Context: an optimization exercise on an open-source flow, tuned for small area, a short achievable clock period and few clock cycles per item. The choices shown serve that exercise and are no tape-out recipe.
At most, simulation tests tie the RTL to the original design; equivalence was not proved.
The clock input has no modelled driver; a real chip could not lean on it and would need a root buffer or a full tree.

lane 1:
Design toplv_matmul, start of the top module:
module toplv_matmul(input st, rst, clk, input [7:0] data_in,
                    output done, output [7:0] dataout);
export LEC_CHECK = 0
export CAP_MARGIN = 20
export CORE_MARGIN = 2
export CORE_UTILIZATION = 40
export CTS_BUF_LIST = sky130_fd_sc_hd__clkbuf_16
export CTS_CLUSTER_DIAMETER = 100
export CTS_CLUSTER_SIZE = 30
export SLEW_MARGIN = 20
create_clock -name core_clock -period 10.0 [get_ports {clk}]
run.sh (not shown) runs the stock make flow with config.mk's settings and CLKGATE_MAP_FILE= SYNTH_SCRIPT=/design/flow/synth_recipe.tcl, a recipe that flattens the netlist after the stock synthesis.
Here is what was changed in the inputs of lane 2 compared with lane 1.
Settings: CTS_CLUSTER_DIAMETER changed from 100 to 60; CTS_CLUSTER_SIZE changed from 30 to 18; CTS_BUF_LIST changed from sky130_fd_sc_hd__clkbuf_16 to sky130_fd_sc_hd__clkbuf_8.
==> comparison <==
Looking at final wirelength, lane 2 sits about 1% higher than lane 1 does. The higher final standard cell count with taps included and fillers excluded came out of lane 2. Worst setup slack, lane 1 and lane 2, higher one = lane 2. Cmp lane 2 vs lane 1: net total in the final layout higher in lane 2. Sequential share of layout area delta (lane 2 -> lane 1): insignificant. Higher first-pass GRT wire length was reported by lane 2, not lane 1.
No run of this note included a check of the RTL's function; only the layout flow was run.

rev 12:
toplv_matmul, a different RTL version from the one above (not shown whole).
Size in the first run: about 820 cells after synthesis, ~9600 um2 of cells after synthesis.
Settings: LEC_CHECK=0, CAP_MARGIN=20, CORE_MARGIN=2, CORE_UTILIZATION=60, CTS_BUF_LIST=sky130_fd_sc_hd__clkbuf_8, CTS_CLUSTER_DIAMETER=60, CTS_CLUSTER_SIZE=18, SLEW_MARGIN=20, SYNTH_HIERARCHICAL=1, SYNTH_MINIMUM_KEEP_SIZE=0; clock period 10.0 ns.
standard.sh (not shown) runs the stock make flow with config.mk's settings and CLKGATE_MAP_FILE= SYNTH_SCRIPT=/design/flow/synth_recipe.tcl, a recipe that flattens the netlist after the stock synthesis.
==> flow/flow/run.sh <==
#!/bin/bash
set -euo pipefail
cd "$(dirname "$0")/.."
source flow/knobs.sh
bash standard.sh > flow_make.log 2>&1
==> flow/flow/knobs.sh <==
export SETUP_SLACK_MARGIN=7.0
export BUFFER_PORTS_ARGS="-buffer_cell sky130_fd_sc_hd__buf_2"
export CTS_ARGS="-sink_clustering_enable -repair_clock_nets -dont_use_dummy_load -buf_list sky130_fd_sc_hd__clkbuf_8 -sink_clustering_size 20 -sink_clustering_max_diameter 60"
Rev 12 ran to completion and came out clean on the timing, design-rule and antenna checks.
Modified inputs, rev 13 compared to rev 12
Settings: CORE_UTILIZATION now 40, was 60.
==> flow/flow/knobs.sh <==
export SETUP_SLACK_MARGIN=7.0
export BUFFER_PORTS_ARGS="-buffer_cell sky130_fd_sc_hd__buf_2"
export CTS_ARGS="-sink_clustering_enable -repair_clock_nets -dont_use_dummy_load -buf_list sky130_fd_sc_hd__clkbuf_8 -sink_clustering_size 18 -sink_clustering_max_diameter 60"
==> notes.md <==
Rev 12 -> rev 13: number of buffers and inverters on the critical path flat. Rev 13 vs. rev 12: share of cells above drive strength 1 went up by 0.60 points. Going from rev 12 to rev 13, number of global-route vias before repair now sits lower; TritonCTS sink count now sits at about the same level; multi-input gate share of total cell area now sits lower. Taking rev 12 as the reference, in rev 13 clock transition at the registers of the reported paths saw little to no change, count of non-filler cells in the finished layout saw an increase, post-layout worst setup margin saw a decrease. HPWL after detailed placement on rev 13 is ahead of rev 12. Post-placement worst setup slack down 0.016 ns in rev 13 wrt rev 12.
No run of this note included a check of the RTL's function; only the layout flow was run.

== red ==
toplv_matmul, a different RTL version from the one above (not shown whole).
For scale: roughly 240 flip-flops, roughly 20 I/O pins, ~9500 µm² of cells after synthesis.
clock: 10.0 ns
lec_check: 0
cap_margin: 20
core_margin: 2
core_utilization: 60
cts_buf_list: sky130_fd_sc_hd__clkbuf_8
cts_cluster_diameter: 60
cts_cluster_size: 18
slew_margin: 20
synth_hierarchical: 1
synth_minimum_keep_size: 0
==> flow/flow/knobs.sh <==
# settings for how the layout is made (see run.sh)
export SETUP_SLACK_MARGIN=7.3
export BUFFER_PORTS_ARGS="-buffer_cell sky130_fd_sc_hd__buf_2"
export PRE_CTS_TCL="$PWD/flow/manual_cts.tcl"
export MANUAL_CTS_NLEAF=14
export MANUAL_CTS_TOP=sky130_fd_sc_hd__clkinv_16
export MANUAL_CTS_LEAF=sky130_fd_sc_hd__clkinv_8
==> flow/flow/manual_cts.tcl <==
# A clock tree of two levels of clock buffers or inverters (MANUAL_CTS_TOP,
# MANUAL_CTS_LEAF; two inverter levels give the true clock). The flip-flops
# are grouped into NLEAF clusters by k-means on their placed locations, each
# driven by a leaf cell at its centre; the leaf cells are grouped the same
# way into NTOP clusters, each driven by a top cell that the clock port
# drives. Every flip-flop is thus two cells from the port, and no register's
# clock is delayed more than the others' on purpose. Run as the CTS step's
# PRE hook; clock_tree_synthesis (and repair_clock_inverters, which would
# clone the leaf inverters) are then skipped.
set nleaf 14
set ntop 4
if { [info exists ::env(MANUAL_CTS_NLEAF)] } { set nleaf $::env(MANUAL_CTS_NLEAF) }
set ::mcts_block [ord::get_db_block]
set block $::mcts_block
set db [ord::get_db]
set clk_net [$block findNet clk]
set top_master [$db findMaster sky130_fd_sc_hd__clkbuf_16]
if { [info exists ::env(MANUAL_CTS_TOP)] } { set top_master [$db findMaster $::env(MANUAL_CTS_TOP)] }
set leaf_master [$db findMaster sky130_fd_sc_hd__clkbuf_8]
if { [info exists ::env(MANUAL_CTS_LEAF)] } { set leaf_master [$db findMaster $::env(MANUAL_CTS_LEAF)] }

# pts: list of {item x y}; returns {centres assignment}
proc mcts_kmeans { pts nk } {
  set n [llength $pts]
  set sorted [lsort -real -index 1 $pts]
  set cents {}
  for {set k 0} {$k < $nk} {incr k} {
    set s [lindex $sorted [expr {int(($k + 0.5) * $n / $nk)}]]
    lappend cents [list [lindex $s 1] [lindex $s 2]]
  }
  # balance: a cluster's distance grows with its size beyond n/nk
  set cap [expr {double($n) / $nk}]
  for {set iter 0} {$iter < 60} {incr iter} {
    set sumx [lrepeat $nk 0.0]; set sumy [lrepeat $nk 0.0]; set cnt [lrepeat $nk 0]
    set assign {}
    foreach s $pts {
      set best -1; set bd 1e30
      for {set k 0} {$k < $nk} {incr k} {
        set c [lindex $cents $k]
        set d [expr {abs([lindex $s 1] - [lindex $c 0]) + abs([lindex $s 2] - [lindex $c 1])}]
        set d [expr {$d * (1.0 + 0.5 * max(0.0, [lindex $cnt $k] - $cap) / $cap)}]
        if {$d < $bd} { set bd $d; set best $k }
      }
      lappend assign $best
      lset sumx $best [expr {[lindex $sumx $best] + [lindex $s 1]}]
      lset sumy $best [expr {[lindex $sumy $best] + [lindex $s 2]}]
      lset cnt $best [expr {[lindex $cnt $best] + 1}]
    }
    for {set k 0} {$k < $nk} {incr k} {
      if {[lindex $cnt $k] > 0} {
        lset cents $k [list [expr {[lindex $sumx $k] / [lindex $cnt $k]}] [expr {[lindex $sumy $k] / [lindex $cnt $k]}]]
      }
    }
  }
  return [list $cents $assign $cnt]
}

proc mcts_buffer { name master cx cy in_net } {

  set inst [odb::dbInst_create $::mcts_block $master $name]
  set w [$master getWidth]; set h [$master getHeight]
  $inst setLocation [expr {int($cx - $w / 2)}] [expr {int($cy - $h / 2)}]
  $inst setPlacementStatus PLACED
  set net [odb::dbNet_create $::mcts_block "${name}_net"]
  $net setSigType CLOCK
  [$inst findITerm A] connect $in_net
  foreach it [$inst getITerms] {
    if { [$it getIoType] eq "OUTPUT" && [[$it getMTerm] getSigType] eq "SIGNAL" } { $it connect $net }
  }
  return [list $inst $net]
}

set sinks {}
foreach it [$clk_net getITerms] {
  set inst [$it getInst]
  set loc [$inst getLocation]
  set m [$inst getMaster]
  lappend sinks [list $it [expr {[lindex $loc 0] + [$m getWidth] / 2.0}] [expr {[lindex $loc 1] + [$m getHeight] / 2.0}]]
}
puts "manual_cts: [llength $sinks] sinks, $nleaf leaf buffers, $ntop top buffers"
lassign [mcts_kmeans $sinks $nleaf] lcents lassign lcnt
set leaves {}
for {set k 0} {$k < $nleaf} {incr k} {
  lappend leaves [list $k {*}[lindex $lcents $k]]
}
lassign [mcts_kmeans $leaves $ntop] tcents tassign tcnt
for {set t 0} {$t < $ntop} {incr t} {
  lassign [mcts_buffer "clkbuf_top_$t" $top_master {*}[lindex $tcents $t] $clk_net] tinst tnet($t)
}
for {set k 0} {$k < $nleaf} {incr k} {
  set t [lindex $tassign $k]
  lassign [mcts_buffer "clkbuf_leaf_$k" $leaf_master {*}[lindex $lcents $k] $tnet($t)] linst lnet($k)
}
foreach s $sinks k $lassign {
  set it [lindex $s 0]
  $it disconnect
  $it connect $lnet($k)
}
puts "manual_cts: leaf sizes $lcnt, top sizes $tcnt"
proc clock_tree_synthesis { args } {
  puts "manual_cts: clock_tree_synthesis skipped; manual_cts.tcl built the clock tree"
}
proc repair_clock_inverters { args } {
  puts "manual_cts: repair_clock_inverters skipped; the tree's inverters are balanced as built"
}
Scripts as last shown in full above: flow/flow/run.sh
Testbench counts of red, summed over its fixed seeds: cycles 4,704, items 96.
Modified inputs, blue compared to red
diff --git a/flow/flow/knobs.sh b/flow/flow/knobs.sh
--- a/flow/flow/knobs.sh
+++ b/flow/flow/knobs.sh
@@ -1,3 +1,3 @@
 # settings for how the layout is made (see run.sh)
-export SETUP_SLACK_MARGIN=7.3
+export SETUP_SLACK_MARGIN=7.5
 export BUFFER_PORTS_ARGS="-buffer_cell sky130_fd_sc_hd__buf_2"
[summary]
Sum of met2 wire segment lengths after detailed routing delta for blue relative to red: 0.59% lower. ~same sequential area share after synthesis in red and blue. Relative to red, the number of fill cells in the layout measured on blue has decreased slightly.
Changes in green relative to blue:
diff --git a/flow/flow/knobs.sh b/flow/flow/knobs.sh
--- a/flow/flow/knobs.sh
+++ b/flow/flow/knobs.sh
@@ -1,3 +1,3 @@
 # settings for how the layout is made (see run.sh)
-export SETUP_SLACK_MARGIN=7.5
+export SETUP_SLACK_MARGIN=7.3
 export BUFFER_PORTS_ARGS="-buffer_cell sky130_fd_sc_hd__buf_2"
diff --git a/flow/flow/manual_cts.tcl b/flow/flow/manual_cts.tcl
--- a/flow/flow/manual_cts.tcl
+++ b/flow/flow/manual_cts.tcl
@@ -21,3 +21,5 @@
 
-# pts: list of {item x y}; returns {centres assignment}
+# pts: list of {item x y}; returns {centres assignment counts}. k-means
+# with balanced clusters: each round assigns the closest point-centre pairs
+# first, at most ceil(n/nk) points to a centre.
 proc mcts_kmeans { pts nk } {
@@ -30,19 +32,28 @@
   }
-  # balance: a cluster's distance grows with its size beyond n/nk
-  set cap [expr {double($n) / $nk}]
-  for {set iter 0} {$iter < 60} {incr iter} {
-    set sumx [lrepeat $nk 0.0]; set sumy [lrepeat $nk 0.0]; set cnt [lrepeat $nk 0]
-    set assign {}
+  set cap [expr {int(ceil(double($n) / $nk))}]
+  for {set iter 0} {$iter < 40} {incr iter} {
+    set pairs {}
+    set i 0
     foreach s $pts {
-      set best -1; set bd 1e30
       for {set k 0} {$k < $nk} {incr k} {
         set c [lindex $cents $k]
-        set d [expr {abs([lindex $s 1] - [lindex $c 0]) + abs([lindex $s 2] - [lindex $c 1])}]
-        set d [expr {$d * (1.0 + 0.5 * max(0.0, [lindex $cnt $k] - $cap) / $cap)}]
-        if {$d < $bd} { set bd $d; set best $k }
+        lappend pairs [list [expr {abs([lindex $s 1] - [lindex $c 0]) + abs([lindex $s 2] - [lindex $c 1])}] $i $k]
       }
-      lappend assign $best
-      lset sumx $best [expr {[lindex $sumx $best] + [lindex $s 1]}]
-      lset sumy $best [expr {[lindex $sumy $best] + [lindex $s 2]}]
-      lset cnt $best [expr {[lindex $cnt $best] + 1}]
+      incr i
+    }
+    set pairs [lsort -real -index 0 $pairs]
+    set assign [lrepeat $n -1]
+    set cnt [lrepeat $nk 0]
+    set left $n
+    foreach pr $pairs {
+      lassign $pr d i k
+      if {[lindex $assign $i] >= 0 || [lindex $cnt $k] >= $cap} continue
+      lset assign $i $k
+      lset cnt $k [expr {[lindex $cnt $k] + 1}]
+      if {[incr left -1] == 0} break
+    }
+    set sumx [lrepeat $nk 0.0]; set sumy [lrepeat $nk 0.0]
+    foreach s $pts k $assign {
+      lset sumx $k [expr {[lindex $sumx $k] + [lindex $s 1]}]
+      lset sumy $k [expr {[lindex $sumy $k] + [lindex $s 2]}]
     }
==> comparison <==
For blue, the beginning of the critical path was st, unlike green, where it was done_r.
From blue to green the numbers moved as follows: total non-filler cell area in the finished layout saw a decrease; largest clock skew in the final design decreased by 0.015 ns relative to the old numbers.
Cmp green and blue / fraction of met2 tracks used by global routing / higher: green
#### Input delta (orange over green)
diff --git a/flow/flow/knobs.sh b/flow/flow/knobs.sh
--- a/flow/flow/knobs.sh
+++ b/flow/flow/knobs.sh
@@ -1,3 +1,3 @@
 # settings for how the layout is made (see run.sh)
-export SETUP_SLACK_MARGIN=7.3
+export SETUP_SLACK_MARGIN=7.0
 export BUFFER_PORTS_ARGS="-buffer_cell sky130_fd_sc_hd__buf_2"
diff --git a/flow/flow/manual_cts.tcl b/flow/flow/manual_cts.tcl
--- a/flow/flow/manual_cts.tcl
+++ b/flow/flow/manual_cts.tcl
@@ -21,5 +21,3 @@
 
-# pts: list of {item x y}; returns {centres assignment counts}. k-means
-# with balanced clusters: each round assigns the closest point-centre pairs
-# first, at most ceil(n/nk) points to a centre.
+# pts: list of {item x y}; returns {centres assignment}
 proc mcts_kmeans { pts nk } {
@@ -32,28 +30,19 @@
   }
-  set cap [expr {int(ceil(double($n) / $nk))}]
-  for {set iter 0} {$iter < 40} {incr iter} {
-    set pairs {}
-    set i 0
+  # balance: a cluster's distance grows with its size beyond n/nk
+  set cap [expr {double($n) / $nk}]
+  for {set iter 0} {$iter < 60} {incr iter} {
+    set sumx [lrepeat $nk 0.0]; set sumy [lrepeat $nk 0.0]; set cnt [lrepeat $nk 0]
+    set assign {}
     foreach s $pts {
+      set best -1; set bd 1e30
       for {set k 0} {$k < $nk} {incr k} {
         set c [lindex $cents $k]
-        lappend pairs [list [expr {abs([lindex $s 1] - [lindex $c 0]) + abs([lindex $s 2] - [lindex $c 1])}] $i $k]
+        set d [expr {abs([lindex $s 1] - [lindex $c 0]) + abs([lindex $s 2] - [lindex $c 1])}]
+        set d [expr {$d * (1.0 + 0.5 * max(0.0, [lindex $cnt $k] - $cap) / $cap)}]
+        if {$d < $bd} { set bd $d; set best $k }
       }
-      incr i
-    }
-    set pairs [lsort -real -index 0 $pairs]
-    set assign [lrepeat $n -1]
-    set cnt [lrepeat $nk 0]
-    set left $n
-    foreach pr $pairs {
-      lassign $pr d i k
-      if {[lindex $assign $i] >= 0 || [lindex $cnt $k] >= $cap} continue
-      lset assign $i $k
-      lset cnt $k [expr {[lindex $cnt $k] + 1}]
-      if {[incr left -1] == 0} break
-    }
-    set sumx [lrepeat $nk 0.0]; set sumy [lrepeat $nk 0.0]
-    foreach s $pts k $assign {
-      lset sumx $k [expr {[lindex $sumx $k] + [lindex $s 1]}]
-      lset sumy $k [expr {[lindex $sumy $k] + [lindex $s 2]}]
+      lappend assign $best
+      lset sumx $best [expr {[lindex $sumx $best] + [lindex $s 1]}]
+      lset sumy $best [expr {[lindex $sumy $best] + [lindex $s 2]}]
+      lset cnt $best [expr {[lindex $cnt $best] + 1}]
     }
--- outcome ---
Detailed router's first-iteration violation count (lower): orange. Summary of orange over green: critical path depth up 5; number of filler cells placed in the layout up 0.83%; global routing usage on met2 flat; number of global-route vias before repair down about 1.2%. Detailed-route wire length per cell in orange vs green: down 0.30 µm. When orange is measured against green, its area added between synthesis and finish turns out 0.79 points lower.
What purple does differently from orange at the input level:
==> flow/flow/knobs.sh <==
# settings for how the layout is made (see run.sh)
export SETUP_SLACK_MARGIN=7.5
export BUFFER_PORTS_ARGS="-buffer_cell sky130_fd_sc_hd__buf_2"
export PRE_CTS_TCL="$PWD/flow/manual_cts.tcl"
export MANUAL_CTS_NLEAF=18
export MANUAL_CTS_TOP=sky130_fd_sc_hd__clkinv_16
export MANUAL_CTS_LEAF=sky130_fd_sc_hd__clkinv_8
==> comparison <==
Cmp purple and orange / sequential share of layout area / lower: purple
Sort purple and orange by clock input transition at the sequential cells of the worst setup and hold paths desc -> top: orange
Layout overhead on the synthesized area (purple over orange): increase, 4.4 points
No run of this note takes its clock network from TritonCTS; it comes from the design's own scripts or RTL.

## what the ideal ports hide
How much do the figures lean on ideal ports? The routed layouts below were timed once more, with nothing changed but the port constraints.
Step 1 sets driving cells, clkbuf_16 on the clock port and buf_2 on the other inputs (assumed; they add their load-dependent delay and slew).
Step 2 moves the port delays by t, midway between the first and last clock arrival at a register: inputs arrive t later, outputs are due t later. That takes back most of the time a late clock gives input paths.
a / b / c = ideal ports / drivers / drivers and shift; a / b = the first two.
| run | t, ns | slack for setup (ns) | worst setup path after step 2 | cell pins on the clock port's net |
|---|---|---|---|---|
| lane 1 | 0.500 | 6.354 / 6.354 / 6.354 | register to register | 1 |
| lane 2 | 0.542 | 6.360 / 6.360 / 6.360 | register to register | 1 |
| rev 12 | 0.517 | 7.070 / 7.033 / 7.008 | input to register | 1 |
| rev 13 | 0.550 | 7.041 / 7.002 / 7.003 | input to register | 1 |
| red | 0.360 | 7.401 / 7.190 / 7.250 | input to register | 4 |
| blue | 0.356 | 7.406 / 7.221 / 7.215 | input to register | 4 |
| green | 0.365 | 7.420 / 7.200 / 7.246 | input to register | 4 |
| orange | 0.361 | 7.239 / 7.190 / 7.066 | input to register | 4 |
| purple | 0.360 | 7.412 / 7.199 / 7.225 | input to register | 4 |
After both steps setup and hold are still met in every run listed. For blue, which loses most, drivers alone change the setup slack by -0.185 ns; drivers and shift together by -0.191 ns.
